Context: an optimization exercise on an open-source flow, tuned for a short achievable clock period and few clock cycles. The choices shown serve that exercise and are no tape-out recipe.
Only simulation tests tie the RTL to the original design; equivalence was not proved.
Power and IR drop assume default switching activity.

Setup of old:
// mips
module mips(input         clk, reset,
            output [31:0] pc,
            input  [31:0] instr,
            output        memwrite,
            output [31:0] memaddr,
            output [31:0] memwritedata,
            input  [31:0] memreaddata);
   reg  [31:0] pc_r;
   reg  [31:0] ras;
   reg         fd_valid;
   reg  [31:0] fd_instr, fd_pcp4, fd_next, fd_s, fd_t;
   reg  [31:0] fd_pc;
   reg         fd_pred, fd_ftk;
   reg  [4:0]  fd_dst;
   reg         fd_wr, fd_br, fd_bne, fd_jr, fd_jal, fd_lw, fd_sw, fd_useimm;
   reg         fd_inv, fd_and, fd_or, fd_slt;
   reg         fd_es, fd_ws, fd_xs, fd_et, fd_wt, fd_xt;
   reg         de_wr, de_load, de_mw, de_br, de_jr;
   reg         de_bne, de_pred, de_inv, de_and, de_or, de_slt, de_fa, de_fb;
   reg  [4:0]  de_dst;
   reg  [31:0] de_a, de_bx, de_sd, de_addr, de_alt;
   reg         w_wr, x_wr;
   reg  [4:0]  w_dst, x_dst;
   reg  [31:0] w_res, x_res;
   assign pc = pc_r;
   wire [31:0] f_pcp4 = pc_r + 32'd4;
   wire [5:0]  f_op   = instr[31:26];
   wire [4:0]  f_rs   = instr[25:21];
   wire [4:0]  f_rt   = instr[20:16];
   wire [4:0]  f_rd   = instr[15:11];
   wire [5:0]  f_fn   = instr[5:0];
   wire        f_r    = (f_op == 6'h00);
   wire        f_j    = (f_op == 6'h02);
   wire        f_jal  = (f_op == 6'h03);
   wire        f_beq  = (f_op == 6'h04);
   wire        f_bne  = (f_op == 6'h05);
   wire        f_jr   = f_r & (f_fn == 6'h08);
   wire        f_same = (f_rs == f_rt);
  ...
Size: ~7300 cells after synthesis, roughly 160 I/O pins, roughly 110000 um^2 of cells after synthesis.
Settings: LEC_CHECK=0, ABC_CLOCK_PERIOD_IN_PS=3000, CAP_MARGIN=20, CORE_MARGIN=2, CORE_UTILIZATION=38, SLEW_MARGIN=20, TNS_END_PERCENT=5; clock period 10.0 ns.
standard.sh (not shown) runs the stock make flow with config.mk's settings and CLKGATE_MAP_FILE= SYNTH_SCRIPT=/design/flow/synth_recipe.tcl, a recipe that flattens the netlist after the stock synthesis.
==> flow/flow/run.sh <==
#!/bin/bash
# The standard layout, with these changes to how it is made:
#  - adders are left to ABC instead of being mapped to adder cells first;
#  - the port buffers are buf_4 cells instead of the delay-type cell that
#    buffer_ports picks by default (every port still gets its buffer);
set -euo pipefail
bash standard.sh ADDER_MAP_FILE= \
  "BUFFER_PORTS_ARGS=-buffer_cell sky130_fd_sc_hd__buf_4" \
  SETUP_SLACK_MARGIN=6.8 finish > standard.log 2>&1
Testbench counts of old, summed over its fixed seeds: cycles 50,633.
> inputs changed (old -> new)
- CORE_UTILIZATION changed from 38 to 45
Results
- Compared to old, new has total global routing track utilization 4.6 points higher.
- Compared to old, new was floorplanned on a smaller die.
- The lower share of cell area taken by flip-flops and latches came out of old.
- Between new and old, the sequential cell area figures differ only marginally.
- Worst-path cell with the longest stage delay: sky130_fd_sc_hd__mux4_2 -> old, sky130_fd_sc_hd__nor2b_2 -> new
- new: met2 track demand over resource is 5.7 points higher than what old reported.
- Count of placed standard cells in the final layout, fillers left out in new is 645 below old.
- The tap cell instance count reported for new is smaller than that of old by 589.
- new gives less routed wire length than old did.
- In the reports for new and old, the larger number of cells on the critical path belongs to old.

========
Another version of the RTL of mips (not shown whole).
For scale: roughly 6700 cells after synthesis.
==> flow/config.mk <==
export PLATFORM = sky130hd
export DESIGN_NAME = mips
export DESIGN_NICKNAME = mips
export VERILOG_FILES = /design/flow/design.v
export SDC_FILE = /design/flow/constraint.sdc
export NUM_CORES = 4
export LEC_CHECK = 0
export ABC_CLOCK_PERIOD_IN_PS = 3000
export CAP_MARGIN = 20
export CORE_MARGIN = 2
export CORE_UTILIZATION = 45
export SLEW_MARGIN = 20
export TNS_END_PERCENT = 5
==> flow/constraint.sdc <==
create_clock -name core_clock -period 10.0 [get_ports {clk}]
set_input_delay 2.0000 -clock core_clock [delete_from_list [all_inputs] [get_ports {clk}]]
set_output_delay 2.0000 -clock core_clock [all_outputs]
set_load 0.01 [all_outputs]
Scripts as last shown in full above: flow/flow/run.sh
The starting point passed the timing, design-rule and antenna checks.
Testbench counts at the start, summed over its fixed seeds: cycles 50,844.
Edit:
CORE_UTILIZATION = 55   (was 45)
=> Global-route usage rises by 7.7 points; cell area is lower by a few percent; total power goes down by a few percent; hold slack degrades by 0.064 ns; worst setup slack degrades by 0.020 ns; critical path depth is lower by 1; first-iteration DRC count drops by a few percent; core utilization came out higher by 11 points; cell count is lower by a few percent; register-to-register slack gets worse by 0.02 ns; clock power fell by a few percent.

========
Setup of the previous run:
mips, a different RTL version from the one above (not shown whole).
Size: about 2,000 flip-flops, about 160 I/O pins, ~0.095 mm2 of cells after synthesis.
clock: 10.0 ns
lec_check: 0
abc_clock_period_in_ps: 3000
cap_margin: 25
core_margin: 2
core_utilization: 50
slew_margin: 25
tns_end_percent: 5
Scripts as last shown in full above: flow/flow/run.sh
Testbench counts of the previous run, summed over its fixed seeds: cycles 50,844.
#### Input delta (the current run over the previous run)
- CORE_UTILIZATION: 50 -> 45
- SLEW_MARGIN: 25 -> 30
- CAP_MARGIN: 25 -> 30
Results
On area used by sequential logic in the layout, the current run tracks the previous run almost exactly. Compared the current run vs the previous run, and number of global-route vias before repair is up in the current run. The current run vs. the previous run: die area went up by 11%. Re total iterations of the first detailed-routing run: the current run is 4 up on the previous run. Comparing the previous run and the current run, the lower flip-flop and latch share of the layout cell area was measured on the current run. Layout buffering overhead excluding clock cells: lower on the previous run. Going from the previous run to the current run, CTS buffer count grows by 0.48%. Note that the largest net degree at the start of global routing recorded for the current run amounts to 1.10 times the value seen in the previous run. Run comparison: the previous run first element of the critical path instr[22]; the current run first element of the critical path de_inv$_DFF_P_. Compared with the previous run, in the current run part of the total power dissipated in the clock network lost 0.3 points; instance area at placement picked up an extra about 0.34%.

-- what the ideal ports hide --
The flow's constraints put no driver on any port. The routed layouts listed below were extracted and timed again, unchanged, in two steps.
Step 1, drivers: a clkbuf_16 drives clk and a buf_2 each remaining input, both assumed.
Step 2, shift: input delay + t, output delay - t, t = (earliest + latest rising clock arrival at the registers) / 2. This alone moves slack from input paths to output paths.
a / b / c = ideal / step 1 / step 2; a / b = the first two.
run | shift t [ns] | setup slack, ns | worst setup path after step 2 | worst register clock-pin slew, ns | cell pins on the clock port's net
old | 1.014 | 5.743 / 5.714 / 4.871 | input to register | 0.08 / 0.08 | 1
new | 1.022 | 5.762 / 5.770 / 4.763 | input to register | 0.07 / 0.07 | 1
the first run of note 2 | 0.968 | 5.980 / 5.980 / 5.208 | input to register | 0.07 / 0.07 | 1
the second run of note 2 | 0.969 | 5.960 / 5.960 / 5.054 | input to register | 0.07 / 0.07 | 1
the previous run | 0.972 | 5.658 / 5.666 / 4.735 | input to register | 0.07 / 0.07 | 1
the current run | 0.949 | 5.748 / 5.748 / 5.019 | input to register | 0.08 / 0.08 | 1
After both steps every run listed still meets setup and hold. For new, which loses most, drivers alone change the setup slack by +0.008 ns; drivers and shift together by -0.999 ns.
